Background: an optimization exercise with open tools, aiming at small area. Do not read the settings as production practice. Where RTL was checked, it was by simulation tests only, not by an equivalence proof against the original. For run 1, only the layout was checked, not whether the RTL still works. In runs 3 to 6 the design's own scripts or RTL, not TritonCTS, make the clock network. The clock input has no modelled driver; a real chip could not lean on it and would need a root buffer or a full tree. Power figures rest on the tool's default switching activity, not on a simulated workload.

`flow/flow/area.abc`:
```
strash
&get -n
&deepsyn -T 60
&put
dch -f
amap
topo
dnsize -c
```
`flow/flow/run.sh`:
```
#!/bin/bash
# Own layout flow: the standard ORFS flow (standard.sh) with
#  - synthesis from flow/synth.tcl (standard synthesis, no adder cells, area abc script),
#  - port buffers of the smallest buffer cell,
#  - a clock tree of clkbuf_8 cells without dummy loads.
# make's full output goes to flow_make.log; ORFS keeps each step's log under orfs/logs.
set -euo pipefail
W=$(pwd)
export FLOW_WORK_DIR=$W
export FLOW_FLOW_DIR=$W/flow
bash standard.sh \
  SYNTH_SCRIPT=$W/flow/synth.tcl \
  ABC_AREA=1 \
  "BUFFER_PORTS_ARGS=-buffer_cell sky130_fd_sc_hd__buf_1" \
  "CTS_ARGS=-sink_clustering_enable -repair_clock_nets -dont_use_dummy_load -buf_list sky130_fd_sc_hd__clkbuf_8 -root_buf sky130_fd_sc_hd__clkbuf_8 -sink_clustering_size 40 -sink_clustering_max_diameter 100" \
  finish > $W/flow_make.log 2>&1
```
`flow/constraint.sdc`:
```
create_clock -name core_clock -period 15.0 [get_ports {clk}]
set_input_delay 3.0000 -clock core_clock [delete_from_list [all_inputs] [get_ports {clk}]]
set_output_delay 3.0000 -clock core_clock [all_outputs]
set_load 0.01 [all_outputs]
```
`flow/flow/synth.tcl`:
```
# The standard synthesis (synth_recipe.tcl, sourced below) with two changes:
#  - no adder-cell extraction (ADDER_MAP_FILE empty), so abc sees all the logic;
#  - abc runs the area script flow/area.abc instead of ORFS's.
# Registers, their names and cell types are those of the standard synthesis.
set ::env(ADDER_MAP_FILE) ""
proc abc {args} {
  set i [lsearch -exact $args -script]
  if {$i >= 0} {
    set args [lreplace $args [expr {$i + 1}] [expr {$i + 1}] $::env(FLOW_FLOW_DIR)/area.abc]
  }
  yosys abc {*}$args
}
source $::env(FLOW_WORK_DIR)/synth_recipe.tcl
```
`flow/design.v`:
```
module top(
    input clk,
    input push_switch1,
    input push_switch2,
    input push_switch3,
    input push_switch4,
    input push_switch5,
    input push_switch6,
    output [6:0] segment1,
    output [6:0] segment2,
    output [6:0] segment3,
    output [6:0] segment4,
    output [6:0] segment5,
    output [6:0] segment6,
    input dip_switch1,
    input dip_switch2,
    input dip_switch3,
    input dip_switch4,
    input dip_switch5,
    input dip_switch6,
    input dip_switch7,
    input dip_switch8,
    input dip_switch9,
    input dip_switch10,
    output led1_red,
    output led2_yellow,
    output led3_green,
    output led4_red,
    output led5_yellow,
    output led6_green
);
  assign led1_red = 1'b0;
  assign led2_yellow = 1'b0;
  assign led3_green = 1'b0;
  assign led4_red = 1'b0;
  assign led5_yellow = 1'b0;
  assign led6_green = 1'b0;
  wire rst = push_switch6;
  reg r_mode, r_set, r_up, r_down;
  always @(posedge clk) begin
    r_mode <= push_switch1;
    r_set  <= push_switch2;
    r_up   <= push_switch3;
    r_down <= push_switch4;
  end
  reg [6:0] c;           
  reg [1:0] iu;          
  reg       is12;        
  reg [5:0] bc;          
  reg       blink;
  reg [8:0] cnt1;        
  reg [2:0] st;          
  reg [3:0] su;          
  reg [2:0] mt;          
  reg [3:0] mu;          
  reg       pm;          
  reg [3:0] hh;          
  reg [1:0] css;         
  reg       aoff;        
  reg [1:0] ass;         
  reg       has;         
  reg       aon;         
  reg       eq;          
  reg       apm;
  reg [3:0] ahh;
  reg [2:0] amt;
  reg [3:0] amu;
  reg [1:0] iu_d;        
  reg       aon_d;
  reg       is12_d;
  wire tick  = (c == 7'b1110110);           
  wire pre   = (c == 7'b0111011);           
  wire bterm = (bc == 6'b010011);           
  wire sterm = (cnt1 == 9'b001000011);      
  wire s_up  = pre & r_up & ~r_down;
  wire s_dn  = pre & r_down & ~r_up;
  wire btn   = tick & r_set;
  wire c_set = btn & (iu == 2'd0);
  wire a_set = btn & (iu == 2'd1);
  wire d_set = btn & (iu == 2'd2);
  reg [1:0] iu_n;
  always @* begin
    iu_n = iu;
    if (tick & r_mode) iu_n = {iu == 2'd1, iu == 2'd0};
  end
  function [2:0] t_inc(input [2:0] t);
    t_inc = {(t[1] & t[0]) | (t[2] & ~t[0]), (t[1] ^ t[0]) & ~t[2], ~t[0]};
  endfunction
  function [2:0] t_dec(input [2:0] t);
    t_dec = {~t[1] & ~(t[0] ^ t[2]), (t[1] & t[0]) | (t[2] & ~t[0]), ~t[0]};
  endfunction
  function [3:0] u_inc(input [3:0] u);
    u_inc = {(u[3] & ~u[0]) | (u[2] & u[1] & u[0]), u[2] ^ (u[1] & u[0]),
             u[1] ^ (u[0] & ~u[3]), ~u[0]};
  endfunction
  function [3:0] u_dec(input [3:0] u);
    u_dec = {(~u[3] & ~u[2] & ~u[1] & ~u[0]) | (u[3] & u[0]),
             (u[2] & (u[1] | u[0])) | (u[3] & ~u[0]),
             (u[1] & u[0]) | (u[2] & ~u[1] & ~u[0]) | (u[3] & ~u[0]),
             ~u[0]};
  endfunction
  function [6:0] m_inc(input [6:0] v);
    m_inc = {(v[3] & v[0]) ? t_inc(v[6:4]) : v[6:4], u_inc(v[3:0])};
  endfunction
  function [6:0] m_dec(input [6:0] v);
    m_dec = {(v[3:0] == 4'd0) ? t_dec(v[6:4]) : v[6:4], u_dec(v[3:0])};
  endfunction
  function [4:0] h_inc(input [4:0] v);
    if (v[3] & v[1] & v[0]) h_inc = {~v[4], 4'd0};
    else h_inc = {v[4], v[3] ^ (v[2] & v[1] & v[0]), v[2] ^ (v[1] & v[0]), v[1] ^ v[0], ~v[0]};
  endfunction
  function [4:0] h_dec(input [4:0] v);
    if (v[3:0] == 4'd0) h_dec = {~v[4], 4'd11};
    else h_dec = {v[4], v[3] & (v[2] | v[1] | v[0]), v[2] ^ (~v[1] & ~v[0]), ~(v[1] ^ v[0]), ~v[0]};
  endfunction
  wire c_sec   = (css == 2'd0) & ~c_set & sterm;
  wire c_mcar  = c_sec & st[2] & st[0] & su[3] & su[0];
  wire c_hcar  = c_mcar & mt[2] & mt[0] & mu[3] & mu[0];
  wire c_mfld  = ((css == 2'd2) & ~is12) | (css == 2'd3);
  wire c_hfld  = ((css == 2'd1) & ~is12) | ((css == 2'd2) & is12);
  wire c_hpm   = (css == 2'd1) & is12;
  wire c_minc  = c_mcar | (s_up & c_mfld);
  wire c_mdec  = s_dn & c_mfld;
  wire c_hinc  = c_hcar | (s_up & c_hfld);
  wire c_hdec  = s_dn & c_hfld;
  wire c_htog  = (s_up | s_dn) & c_hpm;
  wire a_mfld  = ((ass == 2'd2) & ~is12) | (ass == 2'd3);
  wire a_hfld  = ((ass == 2'd1) & ~is12) | ((ass == 2'd2) & is12);
  wire a_hpm   = (ass == 2'd1) & is12;
  wire a_minc  = s_up & a_mfld;
  wire a_mdec  = s_dn & a_mfld;
  wire a_hinc  = s_up & a_hfld;
  wire a_hdec  = s_dn & a_hfld;
  wire a_htog  = (s_up | s_dn) & a_hpm;
  reg [1:0] ass_n;
  always @* begin
    ass_n = ass;
    if (a_set)
      case (ass)
        2'd0: ass_n = 2'd1;
        2'd1: ass_n = 2'd2;
        2'd2: ass_n = is12 ? 2'd3 : 2'd0;
        2'd3: ass_n = 2'd0;
      endcase
  end
  reg [4:0] ah_n;
  reg [6:0] am_n;
  always @* begin
    ah_n = {apm, ahh};
    am_n = {amt, amu};
    if (a_hinc) ah_n = h_inc({apm, ahh});
    if (a_hdec) ah_n = h_dec({apm, ahh});
    if (a_htog) ah_n = {~apm, ahh};
    if (a_minc) am_n = m_inc({amt, amu});
    if (a_mdec) am_n = m_dec({amt, amu});
  end
  always @(posedge clk) begin
    c <= (rst | tick) ? 7'd0 : {c[5:0], ~(c[6] ^ c[5])};
    bc <= (rst | bterm) ? 6'd0 : {bc[4:0], ~(bc[5] ^ bc[4])};
    blink <= rst ? 1'b0 : blink ^ bterm;
    iu <= rst ? 2'd0 : iu_n;
    is12 <= rst ? 1'b0 : is12 ^ d_set;
    aoff <= aon & r_up;
    if (rst) cnt1 <= 9'd0;
    else if (css != 2'd0) cnt1 <= 9'd1;
    else if (sterm) cnt1 <= 9'd0;
    else cnt1 <= {cnt1[7:0], ~(cnt1[8] ^ cnt1[4])};
    if (rst | c_set & (css == 2'd0)) {st, su} <= 7'd0;
    else if (c_sec) {st, su} <= m_inc({st, su});
    if (rst) {mt, mu} <= 7'd0;
    else if (c_minc) {mt, mu} <= m_inc({mt, mu});
    else if (c_mdec) {mt, mu} <= m_dec({mt, mu});
    if (rst) {pm, hh} <= 5'd0;
    else if (c_hinc) {pm, hh} <= h_inc({pm, hh});
    else if (c_hdec) {pm, hh} <= h_dec({pm, hh});
    else if (c_htog) pm <= ~pm;
    if (rst) css <= 2'd0;
    else if (c_set)
      case (css)
        2'd0: css <= 2'd1;
        2'd1: css <= 2'd2;
        2'd2: css <= is12 ? 2'd3 : 2'd0;
        2'd3: css <= 2'd0;
      endcase
    aon <= rst ? 1'b0 : (aon | (has & eq)) & ~aoff;
    ass <= rst ? 2'd0 : ass_n;
    has <= rst ? 1'b0 : ((has | a_set) & ~((ass_n == 2'd0) & r_up));
    {apm, ahh} <= rst ? 5'd0 : ah_n;
    {amt, amu} <= rst ? 7'd0 : am_n;
    eq <= ({pm, hh} == ah_n) & ({mt, mu} == am_n);
    iu_d <= rst ? 2'd0 : iu;
    aon_d <= rst ? 1'b0 : aon;
    is12_d <= rst ? 1'b0 : is12;
  end
  function [6:0] seg(input [3:0] d);
    seg = {d[3] | d[1] | ~(d[2] ^ d[0]),
           ~d[2] | ~(d[1] ^ d[0]),
           d[2] | ~d[1] | d[0],
           d[3] | (~d[2] & ~d[0]) | (d[1] & ~d[0]) | (~d[2] & d[1]) | (d[2] & ~d[1] & d[0]),
           ~d[0] & (~d[2] | d[1]),
           d[3] | (~d[1] & ~d[0]) | (d[2] & ~d[1]) | (d[2] & ~d[0]),
           d[3] | (d[2] ^ d[1]) | (d[1] & ~d[0])};
  endfunction
  wire       sa = (iu_n == 2'd1);
  wire       sd = (iu_n == 2'd2);
  wire       Hp = sa ? apm : pm;
  wire [3:0] Hh = sa ? ahh : hh;
  wire [2:0] Mt = sa ? amt : mt;
  wire [3:0] Mu = sa ? amu : mu;
  wire [2:0] St = sa ? 3'd0 : st;
  wire [3:0] Su = sa ? 4'd0 : su;
  wire b1 = blink & (sa ? ((ass == 2'd1) & (iu_d == 2'd1)) : (((css == 2'd1) & (iu_d == 2'd0)) | aon_d));
  wire b2 = blink & (sa ? ((ass == 2'd2) & (iu_d == 2'd1)) : (((css == 2'd2) & (iu_d == 2'd0)) | aon_d));
  wire b3 = blink & (sa ? ((ass == 2'd3) & (iu_d == 2'd1)) : (((css == 2'd3) & (iu_d == 2'd0)) | aon_d));
  wire dash = sa & ~has;
  reg [1:0] h24t;
  reg [3:0] h24u;
  always @* begin
    case ({Hp, Hh})
      5'd0:  {h24t, h24u} = {2'd0, 4'd0};
      5'd1:  {h24t, h24u} = {2'd0, 4'd1};
      5'd2:  {h24t, h24u} = {2'd0, 4'd2};
      5'd3:  {h24t, h24u} = {2'd0, 4'd3};
      5'd4:  {h24t, h24u} = {2'd0, 4'd4};
      5'd5:  {h24t, h24u} = {2'd0, 4'd5};
      5'd6:  {h24t, h24u} = {2'd0, 4'd6};
      5'd7:  {h24t, h24u} = {2'd0, 4'd7};
      5'd8:  {h24t, h24u} = {2'd0, 4'd8};
      5'd9:  {h24t, h24u} = {2'd0, 4'd9};
      5'd10: {h24t, h24u} = {2'd1, 4'd0};
      5'd11: {h24t, h24u} = {2'd1, 4'd1};
      5'd16: {h24t, h24u} = {2'd1, 4'd2};
      5'd17: {h24t, h24u} = {2'd1, 4'd3};
      5'd18: {h24t, h24u} = {2'd1, 4'd4};
      5'd19: {h24t, h24u} = {2'd1, 4'd5};
      5'd20: {h24t, h24u} = {2'd1, 4'd6};
      5'd21: {h24t, h24u} = {2'd1, 4'd7};
      5'd22: {h24t, h24u} = {2'd1, 4'd8};
      5'd23: {h24t, h24u} = {2'd1, 4'd9};
      5'd24: {h24t, h24u} = {2'd2, 4'd0};
      5'd25: {h24t, h24u} = {2'd2, 4'd1};
      5'd26: {h24t, h24u} = {2'd2, 4'd2};
      5'd27: {h24t, h24u} = {2'd2, 4'd3};
      default: {h24t, h24u} = {2'd0, 4'd0};
    endcase
  end
  wire       h12t = Hh[3] & Hh[1];
  wire [3:0] h12u = {Hh[3] & ~Hh[1], Hh[2], Hh[1] & ~Hh[3], Hh[0]};
  wire [6:0] d1 = is12_d ? (Hp ? 7'b1100111 : 7'b1110111) : seg({2'b00, h24t});
  wire [6:0] d2 = is12_d ? 7'b0000000 : seg(h24u);
  wire [6:0] d3 = seg(is12_d ? {3'b000, h12t} : {1'b0, Mt});
  wire [6:0] d4 = seg(is12_d ? h12u : Mu);
  wire [6:0] d5 = seg(is12_d ? {1'b0, Mt} : {1'b0, St});
  wire [6:0] d6 = seg(is12_d ? Mu : Su);
  function [6:0] pick(input sd, input dash, input [6:0] dc, input blank, input [6:0] d);
    pick = sd ? dc : dash ? 7'b0000001 : blank ? 7'b0000000 : d;
  endfunction
  assign segment1 = pick(sd, dash, 7'b0111101, b1, d1);
  assign segment2 = pick(sd, dash, 7'b1001110, b1, d2);
  assign segment3 = pick(sd, dash, 7'b0000000, b2, d3);
  assign segment4 = pick(sd, dash, 7'b0000000, b2, d4);
  assign segment5 = pick(sd, dash, 7'b0000000, b3, d5);
  assign segment6 = pick(sd, dash, 7'b0000000, b3, d6);
endmodule
```
`flow/config.mk`:
```
export PLATFORM = sky130hd
export DESIGN_NAME = top
export DESIGN_NICKNAME = top
export VERILOG_FILES = /design/flow/design.v
export SDC_FILE = /design/flow/constraint.sdc
export NUM_CORES = 4
export LEC_CHECK = 0
export ABC_AREA = 1
export CAP_MARGIN = 20
export CORE_MARGIN = 2
export CORE_UTILIZATION = 40
export SLEW_MARGIN = 20
```
`flow/standard.sh`:
```
#!/bin/bash
# synth_recipe.tcl (not shown) runs the flow's synth.tcl, then flattens the netlist and writes it again
# the make line also repeats each setting of config.mk as NAME=value (left out here)
make -C /OpenROAD-flow-scripts/flow DESIGN_CONFIG=/design/flow/config.mk WORK_HOME=/design/flow/orfs CLKGATE_MAP_FILE= SYNTH_SCRIPT=/design/flow/synth_recipe.tcl "${@:-finish}"
```
==> metrics.cfg, run 1 <==
[detailed_routing]
detail-route-antenna-nets=0
dr.first_iter.drc_count=178
vias_per_cell=5.32
post_drt_wl_per_cell_um=13.7
totalWireLength_mm=10.5
dr.pass1.iters=7
route.vias.total=4046
drc=0

[clock_network]
cts_resized=0
cts_buffer_depth=2
clockRootBuffer=clkbuf_8
cts_hold_buf=0
cts_sinks=73
cts_buffers=9
htreeDepth=3
tritoncts=yes
clk_pin_slew_ps=70
post_cts_buffers=0
worstSkewPairLatency_ps=340

[finish]
final_util=0.453
area_growth_syn_to_layout_pct=11.6
fill_cells=1004
antenna_cells=0
layout-drive-gt1-share=0.0175
final_cell_count_no_fill=761
nets=647

[floorplanning]
die_x_um=103
coreArea_um2=9590
rows=36
die_area_um2=10500
start_util=0.406
boundaryPins=65
die_h_um=103

[outcome]
status=complete, no violations

[placement]
placed_cells=752
port_buffers=47
gp_congestion=0.865
place_ws_ps=6700
hpwl_mm=8.12

[logic_synthesis]
yosysWarnings=1
synth_area_leader_cell=dfxtp_1
synth.distinct_cells=39
yosys_register_bits=73
yosysSeqAreaShare=0.375
synthTopCellsByArea=dfxtp_1 38%, nor2_1 13%, clkinv_1 9.3%
syn_area_um2=3890
syn_avg_cell_area_um2=6.81
yosys.area.top_type_share=0.375
synth_cells=572

[grt]
grt_pass1_wl_mm=17.1
grt_pass1_vias=3606
antenna_found_initial=0
grt_max_degree=40
grt-ovfl-total=0
grtUsageTotal=0.207

[setup_path]
cp_top_family=simple AND/OR/NAND/NOR gates
critPathArrivalTime_ps=5200
critPathKind=reg2out
cp-end-kind=primary output
crit_buf_inv=4
start_kind=register
cp_max_fo=18
crit_path_max_incr_delay_ps=670
crit_slowest_cell=clkinv_1
crit_chain=nand3_1, or3_1, nor3_1, nand2_1, nor2_1, a21oi_1, nor2_2, clkinv_1, o22ai_1, clkinv_1, nor2_1, o21ai_0, o21a_1, nor2_1, o21ai_0, clkinv_1, o21a_1, buf_1
required_ps=12000

[sta]
worst_slack_ps=6800
max_freq_mhz=122
period_needed_ps=8200
drv_slew=0
rsz0062_at_grt=no
setup_tns_ps=0
setup_viol=0
slew_headroom=0.379
fin_skew_ps=26.5
tightest_slew_ps=922
finalCritPeriodShare=0.546
hold_violations=0

[hold_path]
hold_path_class=reg2reg

[pwr]
pwr_density_cell_nw_per_um2=73.8
leakagePower_nw=1.47
total_power_uw=321
ir_worst_vdd_mv=0.0525

[flow_run]
maxCapViolCount=0

## synthesized netlist by cell type
| master | number |
|---|---|
| nor3b_1 | 2 |
| nand2_1 | 40 |
| o221a_1 | 1 |
| nor2_1 | 135 |
| nor3_1 | 31 |
| o311ai_0 | 1 |
| o22ai_1 | 30 |
| o21ai_0 | 36 |
| o311a_1 | 1 |
| a311o_1 | 2 |
| nor4_1 | 2 |
| nand3b_1 | 1 |
| buf_4 | 6 |
| a41oi_1 | 1 |
| nor2b_1 | 10 |
| nand4_1 | 3 |
| o21bai_1 | 1 |
| o31ai_1 | 4 |
| nand3_1 | 8 |
| or3_1 | 4 |
| o221ai_1 | 3 |
| o32ai_1 | 2 |
| o21a_1 | 5 |
| dfxtp_1 | 73 |
| a211oi_1 | 13 |
| a21oi_1 | 25 |
| o211a_1 | 1 |
| a311oi_1 | 1 |
| clkinv_1 | 97 |
| o211ai_1 | 5 |
| a22oi_1 | 3 |
| a2111oi_0 | 1 |
| or2_0 | 4 |
| a221oi_1 | 8 |
| a31oi_1 | 8 |
| o22a_1 | 1 |
| o2111ai_1 | 1 |
| conb_1 | 1 |
| a211o_1 | 1 |
## worst reg2reg max path: cells and delay by family (launching register included)
kind | cells | cell delay (ps)
AOI/OAI and AO/OA | 4 | 760
buffers and inverters | 5 | 770
DFF | 1 | 320
and+or+nand+nor | 11 | 2280
## placed cells by master (no fill, tap or decap), types with 9 or more instances in the layout
cell type	count
o22ai_1	30
nor2_1	134
o21ai_0	36
clkbuf_8	9
nand2_1	40
nor3_1	31
a21oi_1	25
a211oi_1	13
buf_1	47
dfxtp_1	73
nor2b_1	10
clkinv_1	97
## layer usage
metal	global-route usage	vias to the layer above	part of all wire
li1	-	2090	-
met1	0.277	1837	0.48
met2	0.337	112	0.46
met3	0.0359	7	0.053
met4	0.0738	0	0.0069
met5	0	-	0
## final timing paths
kind,startpoint,end,slack (ps),cells past startpoint
hold / removal,aoff,aon,390,1
setup / recovery,c[5],segment2[5],6800,18
setup reg to reg,cnt1[4],mt[1],10840,20
hold reg to reg,aoff,aon,390,1
## layout make-up
class | instances | area, um2 | share of cell area
inverter | 97 | 364 | 0.0838
tap | 133 | 166 | 0.0383
clock buffer | 9 | 124 | 0.0285
timing repair buffer | 48 | 184 | 0.0423
multi-input combinational | 401 | 2050 | 0.471
sequential | 73 | 1460 | 0.336
## sequential cells by signal, summed over array words and instances, names as in the netlist, 2 cells and up, named ones only
| name | cells |
|---|---|
| ahh | 4 |
| amt | 3 |
| amu | 4 |
| ass | 2 |
| bc | 6 |
| c | 7 |
| cnt1 | 9 |
| css | 2 |
| hh | 4 |
| iu | 2 |
| iu_d | 2 |
| mt | 3 |
| mu | 3 |
| st | 2 |
| su | 3 |
## power by group
part | leakage (nW) | internal, mW | switching (mW) | total, mW
logic | 0.811 | 0.00212 | 0.00601 | 0.00813
clock network | 0.0647 | 0.0535 | 0.0616 | 0.115
registers | 0.592 | 0.196 | 0.00131 | 0.197
total | 1.47 | 0.252 | 0.0689 | 0.321
## cells by family (layout without fill, tap and decap cells)
group | count (synthesis) | count (layout) | synth area share
AO/OA/AOI/OAI | 155 | 155 | 0.257
buffers and inverters | 103 | 154 | 0.105
flip-flops | 73 | 73 | 0.375
other | 1 | 6 | 0.000963
AND/OR/NAND/NOR | 240 | 240 | 0.261
## stage by stage
stage | area, um2 | hold WS, ps
after global placement | 4220 | 380
after CTS | 4340 | 397
after floorplan | 3910 | 373
after detailed placement | 4220 | 387
after global routing | 4350 | 422
final | 4350 | 390
==> run 2, diff against run 1 <==
--- a/flow/design.v
+++ b/flow/design.v
@@ -84,17 +84,17 @@
     if (tick & r_mode) iu_n = {iu == 2'd1, iu == 2'd0};
   end
   function [2:0] t_inc(input [2:0] t);
-    t_inc = {(t[1] & t[0]) | (t[2] & ~t[0]), (t[1] ^ t[0]) & ~t[2], ~t[0]};
+    t_inc = {t[1], t[0], ~t[2]};
   endfunction
   function [2:0] t_dec(input [2:0] t);
-    t_dec = {~t[1] & ~(t[0] ^ t[2]), (t[1] & t[0]) | (t[2] & ~t[0]), ~t[0]};
+    t_dec = {~t[0], t[2], t[1]};
   endfunction
   function [3:0] u_inc(input [3:0] u);
-    u_inc = {(u[3] & ~u[0]) | (u[2] & u[1] & u[0]), u[2] ^ (u[1] & u[0]),
+    u_inc = {u[3] ^ (u[0] & (u[3] | (u[2] & u[1]))), u[2] ^ (u[1] & u[0]),
              u[1] ^ (u[0] & ~u[3]), ~u[0]};
   endfunction
   function [3:0] u_dec(input [3:0] u);
-    u_dec = {(~u[3] & ~u[2] & ~u[1] & ~u[0]) | (u[3] & u[0]),
+    u_dec = {u[3] ^ (~u[2] & ~u[1] & ~u[0]),
              (u[2] & (u[1] | u[0])) | (u[3] & ~u[0]),
              (u[1] & u[0]) | (u[2] & ~u[1] & ~u[0]) | (u[3] & ~u[0]),
              ~u[0]};
@@ -114,8 +114,8 @@
     else h_dec = {v[4], v[3] & (v[2] | v[1] | v[0]), v[2] ^ (~v[1] & ~v[0]), ~(v[1] ^ v[0]), ~v[0]};
   endfunction
   wire c_sec   = (css == 2'd0) & ~c_set & sterm;
-  wire c_mcar  = c_sec & st[2] & st[0] & su[3] & su[0];
-  wire c_hcar  = c_mcar & mt[2] & mt[0] & mu[3] & mu[0];
+  wire c_mcar  = c_sec & st[2] & ~st[1] & su[3] & su[0];
+  wire c_hcar  = c_mcar & mt[2] & ~mt[1] & mu[3] & mu[0];
   wire c_mfld  = ((css == 2'd2) & ~is12) | (css == 2'd3);
   wire c_hfld  = ((css == 2'd1) & ~is12) | ((css == 2'd2) & is12);
   wire c_hpm   = (css == 2'd1) & is12;
@@ -201,6 +201,10 @@
            d[3] | (~d[1] & ~d[0]) | (d[2] & ~d[1]) | (d[2] & ~d[0]),
            d[3] | (d[2] ^ d[1]) | (d[1] & ~d[0])};
   endfunction
+  function [6:0] segt(input [2:0] t);
+    segt = {~(t[1] ^ t[0]), ~t[2] | t[1], t[2] | ~t[1], ~(t[1] ^ t[0]),
+            ~t[2] & ~(t[1] ^ t[0]), ~t[0], t[1] | t[2]};
+  endfunction
   wire       sa = (iu_n == 2'd1);
   wire       sd = (iu_n == 2'd2);
   wire       Hp = sa ? apm : pm;
@@ -248,9 +252,9 @@
   wire [3:0] h12u = {Hh[3] & ~Hh[1], Hh[2], Hh[1] & ~Hh[3], Hh[0]};
   wire [6:0] d1 = is12_d ? (Hp ? 7'b1100111 : 7'b1110111) : seg({2'b00, h24t});
   wire [6:0] d2 = is12_d ? 7'b0000000 : seg(h24u);
-  wire [6:0] d3 = seg(is12_d ? {3'b000, h12t} : {1'b0, Mt});
+  wire [6:0] d3 = segt(is12_d ? {2'b00, h12t} : Mt);
   wire [6:0] d4 = seg(is12_d ? h12u : Mu);
-  wire [6:0] d5 = seg(is12_d ? {1'b0, Mt} : {1'b0, St});
+  wire [6:0] d5 = segt(is12_d ? Mt : St);
   wire [6:0] d6 = seg(is12_d ? Mu : Su);
   function [6:0] pick(input sd, input dash, input [6:0] dc, input blank, input [6:0] d);
     pick = sd ? dc : dash ? 7'b0000001 : blank ? 7'b0000000 : d;
==> run 2 against run 1 <==
Compared with the run above: worst hold slack better by 1.4 ps; final cell count down 3.7%; clock-buffer cell count unchanged; largest cell class unchanged.
==> metrics.cfg, run 2 <==
[grt]
antenna_found_initial=0
grt_pass1_vias=3533
grt-ovfl-total=0
grtUsageTotal=0.205
grt_pass1_wl_mm=16.7
grt_max_degree=43

[finish]
nets=623
area_growth_syn_to_layout_pct=11.5
regArea_um2=1460
fin_area_um2=4230
final_cell_mix=132 x nor2_1, 77 x clkinv_1, 73 x dfxtp_1, 46 x buf_1, 42 x nand2_1
antenna_cells=0
largest_reg_flops=9
layout-drive-gt1-share=0.0199
final_util=0.458
multiInputGateArea_um2=2000
fill_cells=992
reg_top3=cnt1: 9 flops, c: 7 flops, bc: 6 flops
final_common_cell=nor2_1
regMostFlops=cnt1

[sta]
whs_ps=391
drv_slew=0
max_freq_mhz=123
fin_skew_ps=22.9
tightest_slew_ps=1040
slew_headroom=0.287
setup_viol=0
hold_violations=0
rsz0062_at_grt=no
setup_tns_ps=0
finalCritPeriodShare=0.542
period_needed_ps=8130

[floorplanning]
die_x_um=101
rows=35
start_util=0.411
boundaryPins=65
die_area_um2=10300
coreArea_um2=9240
die_h_um=101

[clock_network]
tritoncts=yes
cts_buffer_depth=2
cts_resized=0
htreeDepth=3
cts_hold_buf=0
cts_buffers=9
worstSkewPairLatency_ps=350
clk_pin_slew_ps=80
clockRootBuffer=clkbuf_8
post_cts_buffers=0
cts_sinks=73

[logic_synthesis]
yosysMostFrequentCell=nor2_1
syn_avg_cell_area_um2=6.91
yosys.area.top_type_share=0.385
yosys_register_bits=73
synth_edf_count=0
synth.distinct_cells=37
ys_top_cells_by_count=132 x nor2_1, 77 x clkinv_1, 73 x dfxtp_1, 42 x nand2_1, 37 x o21ai_0
yosysSeqAreaShare=0.385
synth_area_leader_cell=dfxtp_1
synth_cells=549
ys.flop_type=dfxtp_1
syn_area_um2=3790
synth_async_sr_flop_share=0
yosysWarnings=1
synthTopCellsByArea=dfxtp_1 39%, nor2_1 13%, clkinv_1 7.6%

[setup_path]
critPathKind=reg2out
cp_max_fo=16
start_kind=register
required_ps=12000
setup.worst_path.start=c[4]
reg2reg_slack_ps=10840
timing.rr.start=r_up
critPathArrivalTime_ps=5130
cp-end-kind=primary output

[detailed_routing]
vias_per_cell=5.28
totalWireLength_mm=10.1
detail-route-antenna-nets=0
post_drt_wl_per_cell_um=13.8
dr.pass1.iters=5
dr.first_iter.drc_count=190
route.vias.total=3871
drc=0

[placement]
placed_area_um2=4110
hpwl_mm=7.71
port_buffers=47
gp_congestion=0.855

[pwr]
ir_worst_vdd_mv=0.0391
leakagePower_nw=1.44
pwr_density_cell_nw_per_um2=76.7
total_power_uw=325

[hold_path]
hold_path_class=reg2reg
hold_start=aoff

[flow_run]
maxCapViolCount=0

[outcome]
status=complete, no violations

==> run 2: cell types whose count changed after synthesis, sizes merged, moves of 4 or more <==
cell	previous run	this run
nand3	8	4
clkinv	97	77
and3	0	7
or2	4	13
nor3	31	21
==> run 2: path summary, 6_finish.rpt <==
kind	cells past startpoint	endpoint
hold reg to reg	1	aon
hold / removal	1	aon
setup reg to reg	12	eq
setup / recovery	18	segment4[0]
==> run 2: per-stage QoR <==
step                instances  worst slack, ps
global route              733             6280
CTS                       733             6900
finish                    733             6870
global placement          724             7430
detailed placement        724             7340
floorplan                 554             7820
==> run 2: cell families after synthesis <==
logic type / share of synthesized area
compound gates: 0.238
flops: 0.385
buf+inv: 0.0920
simple gates: 0.284
other cells: 0.000988
==> run 2: report_power, final <==
part | internal (mW) | switching [mW]
Clock | 0.0536 | 0.0653
Combinational | 0.00225 | 0.00574
Sequential | 0.196 | 0.00150
==> run 2: critical path, cell delays in order, from the launching register on <==
cell and delay (ps):
dfxtp_1 350, clkinv_1 90, nor4_1 420, nand2_1 210
clkinv_1 110, o21ai_0 110, o21ai_0 100, buf_4 270
clkinv_1 450, o22ai_1 710, clkinv_1 290, o32ai_1 560
clkinv_1 170, or2_0 270, nor2_1 140, o21ai_0 130
nor2_1 160, o31ai_1 90, buf_1 150
==> run 2: cell type report <==
cell class / instances / area share
Clock buffer: 9 / 0.0293
Timing Repair Buffer: 49 / 0.0455
Sequential cell: 73 / 0.345
Tap cell: 129 / 0.0381
Multi-Input combinational cell: 396 / 0.473
Inverter: 77 / 0.0683
==> run 2: per-layer routing <==
layer	routed length (um)	global-route usage
met2	4250	0.320
met4	291	0.0842
met3	569	0.0476
met5	0	0
met1	4970	0.273
==> run 3, diff against run 2 <==
==> flow/flow/run.sh (replaced) <==
#!/bin/bash
# Own layout flow: the standard ORFS flow (standard.sh) with
#  - synthesis from flow/synth.tcl (standard synthesis, no adder cells, area abc script),
#  - port buffers of the smallest buffer cell,
#  - a one-level clock tree built by flow/manual_cts.tcl (ORFS's PRE_CTS_TCL hook):
#    the clock port drives FLOW_CTS_LEAVES buffers, each driving one group of flip-flops.
# make's full output goes to flow_make.log; ORFS keeps each step's log under orfs/logs.
set -euo pipefail
W=$(pwd)
export FLOW_WORK_DIR=$W
export FLOW_FLOW_DIR=$W/flow
export FLOW_CTS_LEAVES=4
export FLOW_CTS_BUF=sky130_fd_sc_hd__clkbuf_8
bash standard.sh \
  SYNTH_SCRIPT=$W/flow/synth.tcl \
  ABC_AREA=1 \
  "BUFFER_PORTS_ARGS=-buffer_cell sky130_fd_sc_hd__buf_1" \
  PRE_CTS_TCL=$W/flow/manual_cts.tcl \
  finish > $W/flow_make.log 2>&1
==> flow/flow/manual_cts.tcl (new file) <==
set block [ord::get_db_block]
set db [ord::get_db]
set nleaf $::env(FLOW_CTS_LEAVES)
set master [$db findMaster $::env(FLOW_CTS_BUF)]
set clk [$block findNet clk]
set sinks {}
foreach it [$clk getITerms] {
  set inst [$it getInst]
  set bb [$inst getBBox]
  set x [expr {([$bb xMin] + [$bb xMax]) / 2}]
  set y [expr {([$bb yMin] + [$bb yMax]) / 2}]
  lappend sinks [list $it $x $y]
}
set n [llength $sinks]
puts "manual CTS: $n sinks, $nleaf leaf buffers of [$master getName]"
# split into nleaf groups of nearly equal size: recursively halve the largest
# group along its longer side (by position)
proc split_groups {sinks k} {
  if {$k <= 1} { return [list $sinks] }
  set xs [lmap s $sinks {lindex $s 1}]; set ys [lmap s $sinks {lindex $s 2}]
  set dx [expr {[tcl::mathfunc::max {*}$xs] - [tcl::mathfunc::min {*}$xs]}]
  set dy [expr {[tcl::mathfunc::max {*}$ys] - [tcl::mathfunc::min {*}$ys]}]
  set idx [expr {$dx >= $dy ? 1 : 2}]
  set sorted [lsort -integer -index $idx $sinks]
  set k1 [expr {$k / 2}]; set k2 [expr {$k - $k1}]
  set n [llength $sorted]
  set cut [expr {($n * $k1) / $k}]
  return [concat [split_groups [lrange $sorted 0 [expr {$cut - 1}]] $k1] \
                 [split_groups [lrange $sorted $cut end] $k2]]
}
set groups [split_groups $sinks $nleaf]
for {set g 0} {$g < $nleaf} {incr g} {
  set grp [lindex $groups $g]
  set sx 0; set sy 0
  foreach s $grp { incr sx [lindex $s 1]; incr sy [lindex $s 2] }
  set cx [expr {$sx / [llength $grp]}]
  set cy [expr {$sy / [llength $grp]}]
  set buf [odb::dbInst_create $block $master "clkbuf_leaf_$g"]
  set net [odb::dbNet_create $block "clk_leaf_$g"]
  $net setSigType CLOCK
  foreach s $grp {
    set it [lindex $s 0]
    $it disconnect
    $it connect $net
  }
  foreach it [$buf getITerms] {
    set m [$it getMTerm]
    if {[$m getSigType] eq "POWER" || [$m getSigType] eq "GROUND"} { continue }
    if {[$m getIoType] eq "INPUT"} { $it connect $clk }
    if {[$m getIoType] eq "OUTPUT"} { $it connect $net }
  }
  $buf setLocation $cx $cy
  $buf setPlacementStatus PLACED
  puts "  leaf $g: [llength $grp] sinks at ($cx, $cy)"
}
proc clock_tree_synthesis {args} { puts "clock_tree_synthesis skipped: manual clock tree" }
set_propagated_clock [all_clocks]
--- a/flow/config.mk
+++ b/flow/config.mk
@@ -8,5 +8,5 @@
 export ABC_AREA = 1
 export CAP_MARGIN = 20
 export CORE_MARGIN = 2
-export CORE_UTILIZATION = 40
+export CORE_UTILIZATION = 65
 export SLEW_MARGIN = 20
==> run 3 against run 2 <==
Compared with the run above: design area decreased by 3.3%; maximum frequency increased by 12%; global-route usage increased by 9.6 points; largest cell class unchanged; combinational power about the same; power decreased by 15%; sequential power about the same; die area decreased by 37%; core utilization increased by 28 points; critical path type unchanged; flip-flop and latch count unchanged; highest routed layer unchanged; final cell count decreased by 8.5%; worst hold slack improved by 11 ps; critical path depth increased by 1.
==> metrics.cfg, run 3 <==
[outcome]
status=complete, no violations

[logic_synthesis]
yosysMostFrequentCell=nor2_1
synth_async_sr_flop_share=0
ys_top_cells_by_count=126 x nor2_1, 79 x clkinv_1, 73 x dfxtp_1, 43 x o21ai_0, 42 x nand2_1
ys.flop_type=dfxtp_1
syn_avg_cell_area_um2=6.91
synthTopCellsByArea=dfxtp_1 39%, nor2_1 12%, clkinv_1 7.8%
yosys_register_bits=73
syn_area_um2=3790
yosys.area.top_type_share=0.386
yosysSeqAreaShare=0.386
synth_area_leader_cell=dfxtp_1
synth_edf_count=0
synth.distinct_cells=39
yosysWarnings=1
synth_cells=548

[clock_network]
clk_pin_slew_ps=110
post_cts_buffers=0
worstSkewPairLatency_ps=160
cts_hold_buf=0
cts_resized=0

[grt]
grt-ovfl-total=0
antenna_found_initial=0
grt_pass1_wl_mm=15.8
grt_pass1_vias=3541
grt_max_degree=39
grtUsageTotal=0.301

[finish]
final_common_cell=nor2_1
fill_cells=478
reg_top3=cnt1: 9 flops, c: 7 flops, bc: 6 flops
final_cell_mix=126 x nor2_1, 79 x clkinv_1, 73 x dfxtp_1, 47 x buf_1, 43 x o21ai_0
antenna_cells=0
layout-drive-gt1-share=0.0117
regMostFlops=cnt1
largest_reg_flops=9
nets=618
regArea_um2=1460
multiInputGateArea_um2=1990
area_growth_syn_to_layout_pct=7.99

[pwr]
leakagePower_nw=1.40
p_int_uw=223
p_seq_frac=0.714
total_power_uw=277
pwr-share-comb=0.029
p_sw_uw=53.9
ir_worst_vdd_mv=0.0679
pwr_density_cell_nw_per_um2=67.7
pwr-share-clk=0.257
swShare=0.195

[sta]
worst_slack_ps=7720
slew_headroom=0.423
drv_slew=0
finalCritPeriodShare=0.485
setup_viol=0
max_freq_mhz=137
tightest_slew_ps=857
fin_skew_ps=10.8
rsz0062_at_grt=no
hold_violations=0
period_needed_ps=7280
whs_ps=403
setup_tns_ps=0

[placement]
port_buffers=47
place_ws_ps=7960
gp_congestion=0.855
hpwl_mm=7.36

[detailed_routing]
detail-route-antenna-nets=0
vias_per_cell=5.89
post_drt_wl_per_cell_um=14.2
drc=0
dr.first_iter.drc_count=272
dr.pass1.iters=6
route.vias.total=3953
totalWireLength_mm=9.55

[floorplanning]
boundaryPins=65
die_area_um2=6460
rows=27
start_util=0.680
coreArea_um2=5570
die_h_um=80.3
die_x_um=80.3

[hold_path]
min_to=aon
hold_start=aoff
hold_depth=1
hold_path_class=reg2reg

[setup_path]
crit_path_max_incr_delay_ps=490
required_ps=12000
worstRegToRegCells=13
crit_chain=clkinv_1, nor4_1, nand2_1, nor2_1, a21oi_1, nor2_1, buf_4, clkinv_1, and3_1, nor2_1, o21ai_0, nor2_1, nand2_1, nor2_1, nand3_1, o21ai_0, clkinv_1, o21a_1, buf_1
critPathArrivalTime_ps=4280
cp_max_fo=19
cp_common_cell=nor2_1
timing.rr.start=r_up
start_kind=register
reg2reg_slack_ps=11050
r2r-end=eq
cp-end-kind=primary output
crit_slowest_cell=clkinv_1
critPathKind=reg2out

[flow_run]
maxCapViolCount=0

==> run 3: cell types whose count changed after synthesis, moves of 3 or more <==
cell      change
nor3_1        -3
nand3_1       +6
or2_0         -5
a221oi_1      -5
o22ai_1       +3
nor2_1        -6
and3_1        -3
o21ai_0       +6
==> run 3: cell type report <==
class | instances | share of cell area
multi-input cells | 393 | 0.486
repair buffers | 50 | 0.0486
plain buffers | 4 | 0.0135
inverters | 79 | 0.0725
flip-flops and latches | 73 | 0.357
well taps | 72 | 0.0220
==> run 3: routing by layer <==
layer	routed length (um)	up-vias	global-route usage
met2	4380	164	0.523
met1	4180	1766	0.393
met3	707	32	0.0404
li1	-	1991	-
met4	285	0	0.0780
met5	0	-	0
==> run 3: stage by stage <==
stage,util,std cells,cell area [um2]
global placement,0.724,667,4040
global route,0.734,671,4090
finish,0.734,671,4090
CTS,0.734,671,4090
detailed placement,0.724,667,4040
floorplan,-,553,3810
==> run 3: worst max-delay path by stage <==
stage	startpoint	to	slack, ps	depth (start not counted)
6_report	c[4]	segment2[5]	7720	19
5_1_grt	c[4]	segment6[3]	7210	18
4_1_cts	c[4]	segment6[3]	7750	18
3_5_place_dp	c[4]	segment6[3]	7960	18
3_3_place_gp	c[4]	segment6[3]	7960	18
2_1_floorplan	c[4]	segment5[2]	8140	15
==> run 3: logic make-up (layout without fill, tap and decap cells) <==
kind of cell | after synthesis | count (layout) | share of synthesized area
buf+inv | 87 | 133 | 0.0941
simple gates | 237 | 237 | 0.272
xor+xnor | 1 | 1 | 0.00231
flops | 73 | 73 | 0.386
compound gates | 149 | 149 | 0.245
other cells | 1 | 6 | 0.000990
==> run 3: critical path, delay by kind of cell (launching register included) <==
kind	cells	cell delay (ps)
simple gates	10	2030
compound gates	4	680
buf+inv	5	1040
flops	1	350
==> run 3: power by group through the flow <==
stage	Combinational (mW)	Clock [mW]	Sequential [mW]
floorplan	0.00565	0	0.202
global placement	0.00758	0	0.202
detailed placement	0.00788	0	0.202
CTS	0.00784	0.0728	0.198
global route	0.00890	0.0796	0.198
finish	0.00797	0.0712	0.198
==> run 4, diff against run 3 <==
--- a/flow/flow/run.sh
+++ b/flow/flow/run.sh
@@ -9,8 +9,8 @@
 W=$(pwd)
 export FLOW_WORK_DIR=$W
 export FLOW_FLOW_DIR=$W/flow
-export FLOW_CTS_LEAVES=4
-export FLOW_CTS_BUF=sky130_fd_sc_hd__clkbuf_8
+export FLOW_CTS_LEAVES=3
+export FLOW_CTS_BUF=sky130_fd_sc_hd__clkbuf_16
 bash standard.sh \
   SYNTH_SCRIPT=$W/flow/synth.tcl \
   ABC_AREA=1 \
--- a/flow/config.mk
+++ b/flow/config.mk
@@ -8,5 +8,5 @@
 export ABC_AREA = 1
 export CAP_MARGIN = 20
 export CORE_MARGIN = 2
-export CORE_UTILIZATION = 65
+export CORE_UTILIZATION = 40
 export SLEW_MARGIN = 20
==> run 4 against run 3 <==
Compared with the run above: synthesized cell count unchanged; routed wire length increased by 5.9%; via count down 1.1%; register-to-register slack gained 70 ps; die area rose by 59%; area after synthesis unchanged; setup slack got worse by 150 ps; sequential share of layout area down 0.65 points; worst hold slack worse by 2.6 ps; critical path depth decreased by 1.
==> metrics.cfg, run 4 <==
[logic_synthesis]
yosysSeqAreaShare=0.386
syn_area_um2=3790
ys.flop_type=dfxtp_1
synth_edf_count=0
synth_cells=548
synth_async_sr_flop_share=0
synthTopCellsByArea=dfxtp_1 39%, nor2_1 12%, clkinv_1 7.8%
synth_area_leader_cell=dfxtp_1
yosys.area.top_type_share=0.386
yosysWarnings=1
synth.distinct_cells=39
syn_avg_cell_area_um2=6.91
yosys_register_bits=73
ys_top_cells_by_count=126 x nor2_1, 79 x clkinv_1, 73 x dfxtp_1, 43 x o21ai_0, 42 x nand2_1
yosysMostFrequentCell=nor2_1

[setup_path]
critPathArrivalTime_ps=4430
crit_path_max_incr_delay_ps=690
cp_max_fo=19
reg2reg_slack_ps=11120
cp_top_family=buffers and inverters
crit_buf_inv=6
crit_slowest_cell=o22ai_1
crit_chain=clkinv_1, nor4_1, nand2_1, nor2_1, a21oi_1, nor2_1, buf_4, clkinv_1, o22ai_1, clkinv_1, nor2_1, a32oi_1, o21a_1, nor2_1, o21ai_0, clkinv_1, o21a_1, buf_1
cp-end-kind=primary output
r2r-end=eq
start_kind=register
worstRegToRegCells=13
timing.rr.start=r_up
required_ps=12000
critPathKind=reg2out

[clock_network]
worstSkewPairLatency_ps=160
clk_pin_slew_ps=100
post_cts_buffers=0
cts_hold_buf=0
cts_resized=0

[finish]
final_common_cell=nor2_1
fin_area_um2=4170
reg_top3=cnt1: 9 flops, c: 7 flops, bc: 6 flops
regMostFlops=cnt1
antenna_cells=0
largest_reg_flops=9
layout-drive-gt1-share=0.0117
fill_cells=970
nets=618
area_growth_syn_to_layout_pct=10.0
final_cell_mix=126 x nor2_1, 79 x clkinv_1, 73 x dfxtp_1, 47 x buf_1, 43 x o21ai_0
final_util=0.453

[floorplanning]
start_util=0.412
coreArea_um2=9200
boundaryPins=65
die_x_um=101
die_h_um=101
rows=35
die_area_um2=10300

[sta]
drv_slew=0
hold_violations=0
slew_headroom=0.534
fin_skew_ps=16.6
tightest_slew_ps=692
setup_viol=0
finalCritPeriodShare=0.495
rsz0062_at_grt=no
setup_tns_ps=0
period_needed_ps=7430
max_freq_mhz=135
worst_slack_ps=7570

[hold_path]
hold_start=aoff
hold_depth=1
min_to=aon
hold_path_class=reg2reg

[grt]
grt_pass1_vias=3525
busiest_layer=met2
grt_use_met2=0.319
use_met1=0.276
grt_pass1_wl_mm=16.6
grt-ovfl-total=0
grt_util_met3=0.0131
antenna_found_initial=0
grtUsageTotal=0.196
grt_max_degree=39

[detailed_routing]
post_drt_wl_per_cell_um=14.2
vias_per_cell=5.50
route.vias.total=3908
drc=0
dr.first_iter.drc_count=233
totalWireLength_mm=10.1
detail-route-antenna-nets=0
dr.pass1.iters=5

[flow_run]
maxCapViolCount=0

[placement]
placed_area_um2=4090
hpwl_mm=7.82
gp_congestion=0.910
port_buffers=47
place_ws_ps=7830

[pwr]
ir_worst_vdd_mv=0.0738
leakagePower_nw=1.41
pwr_density_cell_nw_per_um2=70.0

[outcome]
status=complete, no violations

[run 4: logic make-up after synthesis]
group	after synthesis	synth area share
xor gates and xnor gates	1	0.00231
DFF	73	0.386
AOI/OAI and AO/OA	149	0.245
and+or+nand+nor	237	0.272
other	1	0.000990
buffers and inverters	87	0.0941
[run 4: how the worst max path moves through the flow]
stage                     from     endpoint  slack [ps]  cells past startpoint
after floorplan           c[4]  segment5[2]        8140                     15
after global placement    c[4]  segment2[5]        7760                     18
after detailed placement  c[4]  segment2[5]        7830                     18
after CTS                 c[4]  segment2[5]        7600                     18
after global routing      c[5]  segment2[5]        7110                     18
final                     c[4]  segment2[5]        7570                     18
[run 4: per-layer routing]
| metal | up-vias | part of all wire |
|---|---|---|
| li1 | 2001 | - |
| met1 | 1753 | 0.46 |
| met2 | 131 | 0.45 |
| met3 | 23 | 0.053 |
| met4 | 0 | 0.035 |
| met5 | - | 0 |
[run 4: cell type report]
type	count	area, um2	area share
multi-input cells	393	1990	0.477
well taps	111	139	0.0333
repair buffers	51	206	0.0495
flip-flops and latches	73	1460	0.351
inverters	79	297	0.0711
plain buffers	3	75.1	0.0180
[run 4: power breakdown]
part / leakage [nW] / switching (mW) / internal [mW] / total [mW]
sequential: 0.592 / 0.00170 / 0.196 / 0.198
combinational: 0.780 / 0.00578 / 0.00230 / 0.00808
clock: 0.0370 / 0.0492 / 0.0368 / 0.0860
[run 4: through the flow]
stage,std cells,power (mW),hold WS (ps)
floorplan,553,0.207,373
global placement,707,0.210,381
detailed placement,707,0.210,387
CTS,710,0.295,404
global route,710,0.304,417
finish,710,0.292,400
==> run 5, diff against run 4 <==
--- a/flow/design.v
+++ b/flow/design.v
@@ -65,8 +65,8 @@
   reg [3:0] ahh;
   reg [2:0] amt;
   reg [3:0] amu;
-  reg [1:0] iu_d;        
-  reg       aon_d;
+  reg       iu_chg;      
+  reg       aon_d;       
   reg       is12_d;
   wire tick  = (c == 7'b1110110);           
   wire pre   = (c == 7'b0111011);           
@@ -188,7 +188,7 @@
     {apm, ahh} <= rst ? 5'd0 : ah_n;
     {amt, amu} <= rst ? 7'd0 : am_n;
     eq <= ({pm, hh} == ah_n) & ({mt, mu} == am_n);
-    iu_d <= rst ? 2'd0 : iu;
+    iu_chg <= ~rst & tick & r_mode;
     aon_d <= rst ? 1'b0 : aon;
     is12_d <= rst ? 1'b0 : is12;
   end
@@ -213,9 +213,11 @@
   wire [3:0] Mu = sa ? amu : mu;
   wire [2:0] St = sa ? 3'd0 : st;
   wire [3:0] Su = sa ? 4'd0 : su;
-  wire b1 = blink & (sa ? ((ass == 2'd1) & (iu_d == 2'd1)) : (((css == 2'd1) & (iu_d == 2'd0)) | aon_d));
-  wire b2 = blink & (sa ? ((ass == 2'd2) & (iu_d == 2'd1)) : (((css == 2'd2) & (iu_d == 2'd0)) | aon_d));
-  wire b3 = blink & (sa ? ((ass == 2'd3) & (iu_d == 2'd1)) : (((css == 2'd3) & (iu_d == 2'd0)) | aon_d));
+  wire iu_d0 = iu_chg ? (iu == 2'd1) : (iu == 2'd0);
+  wire iu_d1 = iu_chg ? (iu == 2'd2) : (iu == 2'd1);
+  wire b1 = blink & (sa ? ((ass == 2'd1) & iu_d1) : (((css == 2'd1) & iu_d0) | aon_d));
+  wire b2 = blink & (sa ? ((ass == 2'd2) & iu_d1) : (((css == 2'd2) & iu_d0) | aon_d));
+  wire b3 = blink & (sa ? ((ass == 2'd3) & iu_d1) : (((css == 2'd3) & iu_d0) | aon_d));
   wire dash = sa & ~has;
   reg [1:0] h24t;
   reg [3:0] h24u;
--- a/flow/flow/run.sh
+++ b/flow/flow/run.sh
@@ -9,11 +9,12 @@
 W=$(pwd)
 export FLOW_WORK_DIR=$W
 export FLOW_FLOW_DIR=$W/flow
-export FLOW_CTS_LEAVES=3
-export FLOW_CTS_BUF=sky130_fd_sc_hd__clkbuf_16
+export FLOW_CTS_LEAVES=4
+export FLOW_CTS_BUF=sky130_fd_sc_hd__clkbuf_8
 bash standard.sh \
   SYNTH_SCRIPT=$W/flow/synth.tcl \
   ABC_AREA=1 \
   "BUFFER_PORTS_ARGS=-buffer_cell sky130_fd_sc_hd__buf_1" \
   PRE_CTS_TCL=$W/flow/manual_cts.tcl \
+  SKIP_REPAIR_TIE_FANOUT=1 \
   finish > $W/flow_make.log 2>&1
--- a/flow/config.mk
+++ b/flow/config.mk
@@ -8,5 +8,5 @@
 export ABC_AREA = 1
 export CAP_MARGIN = 20
 export CORE_MARGIN = 2
-export CORE_UTILIZATION = 40
+export CORE_UTILIZATION = 65
 export SLEW_MARGIN = 20
==> run 5 against run 4 <==
Compared with the run above: highest routed layer unchanged; via count decreased by 1.1%; combinational power decreased by 5.1%; sequential power about the same; clock skew decreased by 2.3 ps; still clean on timing, DRC and antenna; register-to-register slack improved by 310 ps; final cell count decreased by 7.0%.
==> metrics.cfg, run 5 <==
[grt]
grt-ovfl-total=0
grt_pass1_wl_mm=15.2
antenna_found_initial=0
grtUsageTotal=0.286
grt_max_degree=40
grt_pass1_vias=3430

[logic_synthesis]
synthTopCellsByArea=dfxtp_1 38%, nor2_1 13%, clkinv_1 8.9%
synth-xor-area-share=0
ys_top_cells_by_count=127 x nor2_1, 89 x clkinv_1, 72 x dfxtp_1, 33 x nand2_1
synthMuxAreaShare=0
synthAdderAreaFrac=0
synth_top_family_by_area=simple AND/OR/NAND/NOR gates
yosysMostFrequentCell=nor2_1
ys.flop_type=dfxtp_1
synth_async_sr_flop_share=0
yosysWarnings=1
synth_compound_gate_area_share=0.254
yosys.area.top_type_share=0.383
synth.distinct_cells=38
synth_area_leader_cell=dfxtp_1
synth_simple_gate_area_frac=0.257
synth_edf_count=0
yosys_register_bits=72
yosysSeqAreaShare=0.383
syn_avg_cell_area_um2=6.91
synth_cells=544
syn_area_um2=3760

[floorplanning]
coreArea_um2=5540
rows=27
die_area_um2=6410
die_x_um=80.0
die_h_um=80.0
start_util=0.678
boundaryPins=65

[clock_network]
cts_hold_buf=0
cts_resized=0
post_cts_buffers=0
clk_pin_slew_ps=120
worstSkewPairLatency_ps=170

[finish]
reg_top3=cnt1: 9 flops, c: 7 flops, bc: 6 flops
area_growth_syn_to_layout_pct=7.16
multiInputGateArea_um2=1920
nets=607
regMostFlops=cnt1
layout-drive-gt1-share=0.00850
final_cell_count_no_fill=660
antenna_cells=0
largest_reg_flops=9
final_cell_mix=127 x nor2_1, 89 x clkinv_1, 72 x dfxtp_1, 47 x buf_1, 33 x nand2_1
fill_cells=484
final_common_cell=nor2_1
regArea_um2=1440

[detailed_routing]
drc=0
post_drt_wl_per_cell_um=13.8
dr.first_iter.drc_count=239
route.vias.total=3866
totalWireLength_mm=9.13
vias_per_cell=5.86
detail-route-antenna-nets=0
dr.pass1.iters=5

[hold_path]
min_to=aon
hold_start=aoff
hold_path_class=reg2reg
hold_depth=1

[flow_run]
maxCapViolCount=0

[sta]
setup_tns_ps=0
drv_slew=0
slew_headroom=0.569
rsz0062_at_grt=no
max_freq_mhz=131
tightest_slew_ps=640
whs_ps=407
hold_violations=0
setup_viol=0
fin_skew_ps=14.4
period_needed_ps=7650
finalCritPeriodShare=0.510

[outcome]
status=complete, no violations

[pwr]
ir_worst_vdd_mv=0.0826
total_power_uw=276
pwr_density_cell_nw_per_um2=68.6
leakagePower_nw=1.38

[setup_path]
timing.rr.start=c[5]
critPathArrivalTime_ps=4650
start_kind=register
cp-end-kind=primary output
required_ps=12000
critPathKind=reg2out
reg2reg_slack_ps=11430
cp_max_fo=18
worstRegToRegCells=14
r2r-end=eq

[placement]
gp_congestion=0.948
hpwl_mm=7.14
placed_cells=656
port_buffers=47

run 5: changes by cell type in the layout (fill, tap and decap cells not counted), moves of 5 or more:
| cell | before | now |
|---|---|---|
| o21ai_0 | 43 | 29 |
| clkinv_1 | 79 | 89 |
| nor3_1 | 18 | 28 |
| nand2_1 | 42 | 33 |
| a21oi_1 | 23 | 31 |
| conb_1 | 6 | 1 |
| nand4_1 | 8 | 3 |
run 5: how the worst max path moves through the flow:
stage	end	startpoint	slack, ps	cells after the start
2_1_floorplan	segment2[6]	c[6]	8550	15
3_3_place_gp	segment4[1]	c[6]	7730	17
3_5_place_dp	segment4[1]	c[6]	7670	17
4_1_cts	segment4[1]	c[6]	7460	17
5_1_grt	segment4[6]	c[5]	6870	17
6_report	segment4[1]	c[6]	7350	17
run 5: final cells by class:
| type | instances | area share |
|---|---|---|
| Buffer | 4 | 0.0137 |
| Inverter | 89 | 0.0829 |
| Multi-Input combinational cell | 375 | 0.477 |
| Sequential cell | 72 | 0.358 |
| Tap cell | 72 | 0.0224 |
| Timing Repair Buffer | 48 | 0.0457 |
run 5: logic make-up (layout without fill, tap and decap cells):
family,Yosys count,after routing
AND/OR/NAND/NOR,226,226
AO/OA/AOI/OAI,148,148
buffers and inverters,97,141
flip-flops,72,72
other,1,1
run 5: metrics by stage:
stage	util	area (um2)	setup slack, ps
after floorplan	-	3760	8550
after global placement	0.717	3970	7730
after detailed placement	0.717	3970	7670
after CTS	0.727	4030	7460
after global routing	0.727	4030	6870
final	0.727	4030	7350
run 5: per-layer routing:
layer	track usage	routed length, um
met5	0	0
met4	0.0475	120
met3	0.0238	542
met2	0.483	4230
met1	0.404	4240
run 5: worst max-delay path, cell delays in order (launching register included):
cell,delay [ps]
dfxtp_1,380
nand4_1,120
nor2_1,150
nand2_1,160
o21ai_0,270
clkinv_1,130
nand2_1,490
clkinv_1,510
o22ai_1,520
clkinv_1,320
o32ai_1,530
clkinv_1,170
nand2_1,90
nor2_1,60
nor2_1,160
nand2_1,70
a31oi_1,180
buf_1,170
run 5: power breakdown:
group	internal [mW]	switching [mW]
Sequential	0.193	0.00128
Clock	0.0249	0.0491
Combinational	0.00218	0.00549
Total	0.221	0.0559
==> run 6, diff against run 5 <==
--- a/flow/flow/run.sh
+++ b/flow/flow/run.sh
@@ -16,5 +16,4 @@
   ABC_AREA=1 \
   "BUFFER_PORTS_ARGS=-buffer_cell sky130_fd_sc_hd__buf_1" \
   PRE_CTS_TCL=$W/flow/manual_cts.tcl \
-  SKIP_REPAIR_TIE_FANOUT=1 \
   finish > $W/flow_make.log 2>&1
==> run 6 against run 5 <==
Compared with the run above: routed wire length increased by 0.55%; setup slack lost 160 ps; design area grew 0.47%; largest power group unchanged; sequential power hardly changed; worst hold slack worse by 3.2 ps; core utilization rose by 0.34 points; still clean; critical path type unchanged; sequential share of layout area fell by 0.17 points; clock power down 3.2%; clock skew shrank 0.97 ps; first-iteration DRC count rose by 31%; critical endpoint unchanged; combinational power about the same.
==> metrics.cfg, run 6 <==
[finish]
reg_top3=cnt1: 9 flops, c: 7 flops, bc: 6 flops
antenna_cells=0
area_growth_syn_to_layout_pct=7.66
final_common_cell=nor2_1
layout-drive-gt1-share=0.00843
largest_reg_flops=9
fin_area_um2=4050
final_cell_mix=127 x nor2_1, 89 x clkinv_1, 72 x dfxtp_1, 47 x buf_1, 33 x nand2_1
nets=612
final_util=0.730
regMostFlops=cnt1

[clock_network]
cts_resized=0
cts_hold_buf=0
post_cts_buffers=0
worstSkewPairLatency_ps=170
clk_pin_slew_ps=110

[detailed_routing]
dr.pass1.iters=5
detail-route-antenna-nets=0
totalWireLength_mm=9.18
dr.first_iter.drc_count=313
vias_per_cell=5.93
drc=0
post_drt_wl_per_cell_um=13.8
route.vias.total=3944

[setup_path]
critPathArrivalTime_ps=4810
critPathKind=reg2out
cp_max_fo=18
cp-end-kind=primary output
required_ps=12000
start_kind=register

[floorplanning]
start_util=0.678
boundaryPins=65
die_h_um=80.0
coreArea_um2=5540
die_x_um=80.0
rows=27
die_area_um2=6410

[pwr]
pwr-share-clk=0.262
p_sw_uw=53.5
p_seq_frac=0.710
pwr-share-comb=0.028
ir_worst_vdd_mv=0.0834
pwr_density_cell_nw_per_um2=67.7
leakagePower_nw=1.40
p_int_uw=220
swShare=0.195

[logic_synthesis]
yosysWarnings=1
ys.flop_type=dfxtp_1
synth.distinct_cells=38
synth_area_leader_cell=dfxtp_1
yosys.area.top_type_share=0.383
synth_edf_count=0
yosysSeqAreaShare=0.383
yosysMostFrequentCell=nor2_1
synthTopCellsByArea=dfxtp_1 38%, nor2_1 13%, clkinv_1 8.9%
synth_cells=544
syn_avg_cell_area_um2=6.91
synth_async_sr_flop_share=0
yosys_register_bits=72
ys_top_cells_by_count=127 x nor2_1, 89 x clkinv_1, 72 x dfxtp_1, 33 x nand2_1
syn_area_um2=3760

[sta]
setup_tns_ps=0
rsz0062_at_grt=no
setup_viol=0
whs_ps=404
drv_slew=0
slew_headroom=0.497
max_freq_mhz=128
fin_skew_ps=13.4
tightest_slew_ps=754
period_needed_ps=7810
finalCritPeriodShare=0.520
hold_violations=0

[grt]
grt_pass1_vias=3370
antenna_found_initial=0
grt_pass1_wl_mm=15.2
grt-ovfl-total=0
grtUsageTotal=0.287
grt_max_degree=40

[placement]
gp_congestion=0.945
hpwl_mm=7.13
placed_area_um2=3990
port_buffers=47

[hold_path]
hold_path_class=reg2reg

[outcome]
status=complete, no violations

[flow_run]
maxCapViolCount=0

## run 6: cell counts after synthesis
Identical to the previous run, type by type.
## run 6: path summary, 6_finish.rpt
path	start	endpoint	slack, ps	cells past startpoint
worst max register to register	c[5]	eq	11450	14
worst min register to register	aoff	aon	400	1
worst min-delay path	aoff	aon	400	1
worst max-delay path	c[6]	segment4[1]	7190	17
## run 6: area by class of cell
| class | instances | area [um2] |
|---|---|---|
| plain buffers | 4 | 55.1 |
| flip-flops and latches | 72 | 1440 |
| inverters | 89 | 334 |
| multi-input cells | 380 | 1940 |
| fillers | 493 | 1490 |
| repair buffers | 48 | 184 |
| well taps | 72 | 90.1 |
## run 6: through the flow
| step | total power, mW | instances | setup slack [ps] |
|---|---|---|---|
| floorplan | 0.204 | 549 | 8550 |
| global placement | 0.206 | 661 | 7630 |
| detailed placement | 0.207 | 661 | 7530 |
| CTS | 0.276 | 665 | 7300 |
| global route | 0.283 | 665 | 6630 |
| finish | 0.274 | 665 | 7190 |
## run 6: critical path: stages (launching register included)
cell      delay, ps
dfxtp_1         380
nand4_1         120
nor2_1          150
nand2_1         160
o21ai_0         280
clkinv_1        130
nand2_1         520
clkinv_1        540
o22ai_1         540
clkinv_1        330
o32ai_1         580
clkinv_1        190
nand2_1          90
nor2_1           60
nor2_1          160
nand2_1          80
a31oi_1         180
buf_1           170
## run 6: cells by family (layout without fill, tap and decap cells)
family	after synthesis	in the layout	share of synthesized area
and+or+nand+nor	226	226	0.257
AOI/OAI and AO/OA	148	148	0.254
buffers and inverters	97	141	0.105
other	1	6	0.000998
DFF	72	72	0.383
## run 6: power groups by stage
stage               logic (mW)  registers (mW)  clock network, mW
floorplan              0.00557           0.199                  0
global placement       0.00745           0.199                  0
detailed placement     0.00762           0.199                  0
CTS                    0.00764           0.195             0.0733
global route           0.00865           0.195             0.0794
finish                 0.00768           0.195             0.0717
## run 6: layer usage
metal / part of all wire / track usage / wire length, um / up-vias
met5: 0 / 0 / 0 / -
met4: 0.027 / 0.0644 / 247 / 0
met3: 0.066 / 0.0204 / 603 / 22
met2: 0.45 / 0.488 / 4170 / 169
met1: 0.45 / 0.399 / 4160 / 1763
li1: - / - / - / 1990

==> port drivers added, routing unchanged <==
How much do the figures lean on ideal ports? The routed layouts below were timed once more, with nothing changed but the port constraints. Step 1 (the two cells are an assumption about what drives the block):
set clk [get_ports {clk}]
set_driving_cell -lib_cell sky130_fd_sc_hd__clkbuf_16 $clk
set_driving_cell -lib_cell sky130_fd_sc_hd__buf_2 [delete_from_list [all_inputs] $clk]
Step 2 adds t to the input delays and takes it off the output delays; t is the mean of the earliest and latest rising clock arrival at the registers after step 1. Input paths then give back, and output paths get back, about the clock's delay inside the block. a / b / c = ideal ports / drivers / drivers and shift; a / b = the first two.
run | shift t [ns] | slack for setup (ns) | worst hold slack (ns) | slew at the worst register clock pin (ns)
run 1 | 0.357 | 6.804 / 6.777 / 7.134 | 0.390 / 0.390 / 0.390 | 0.08 / 0.08
run 2 | 0.370 | 6.867 / 6.836 / 7.206 | 0.391 / 0.391 / 0.391 | 0.08 / 0.08
run 3 | 0.218 | 7.722 / 7.661 / 7.880 | 0.403 / 0.403 / 0.403 | 0.11 / 0.11
run 4 | 0.221 | 7.573 / 7.506 / 7.727 | 0.400 / 0.400 / 0.400 | 0.10 / 0.10
run 5 | 0.227 | 7.350 / 7.285 / 7.513 | 0.407 / 0.407 / 0.407 | 0.12 / 0.12
run 6 | 0.222 | 7.195 / 7.133 / 7.354 | 0.404 / 0.404 / 0.404 | 0.11 / 0.11
After both steps setup and hold are still met in every run listed.
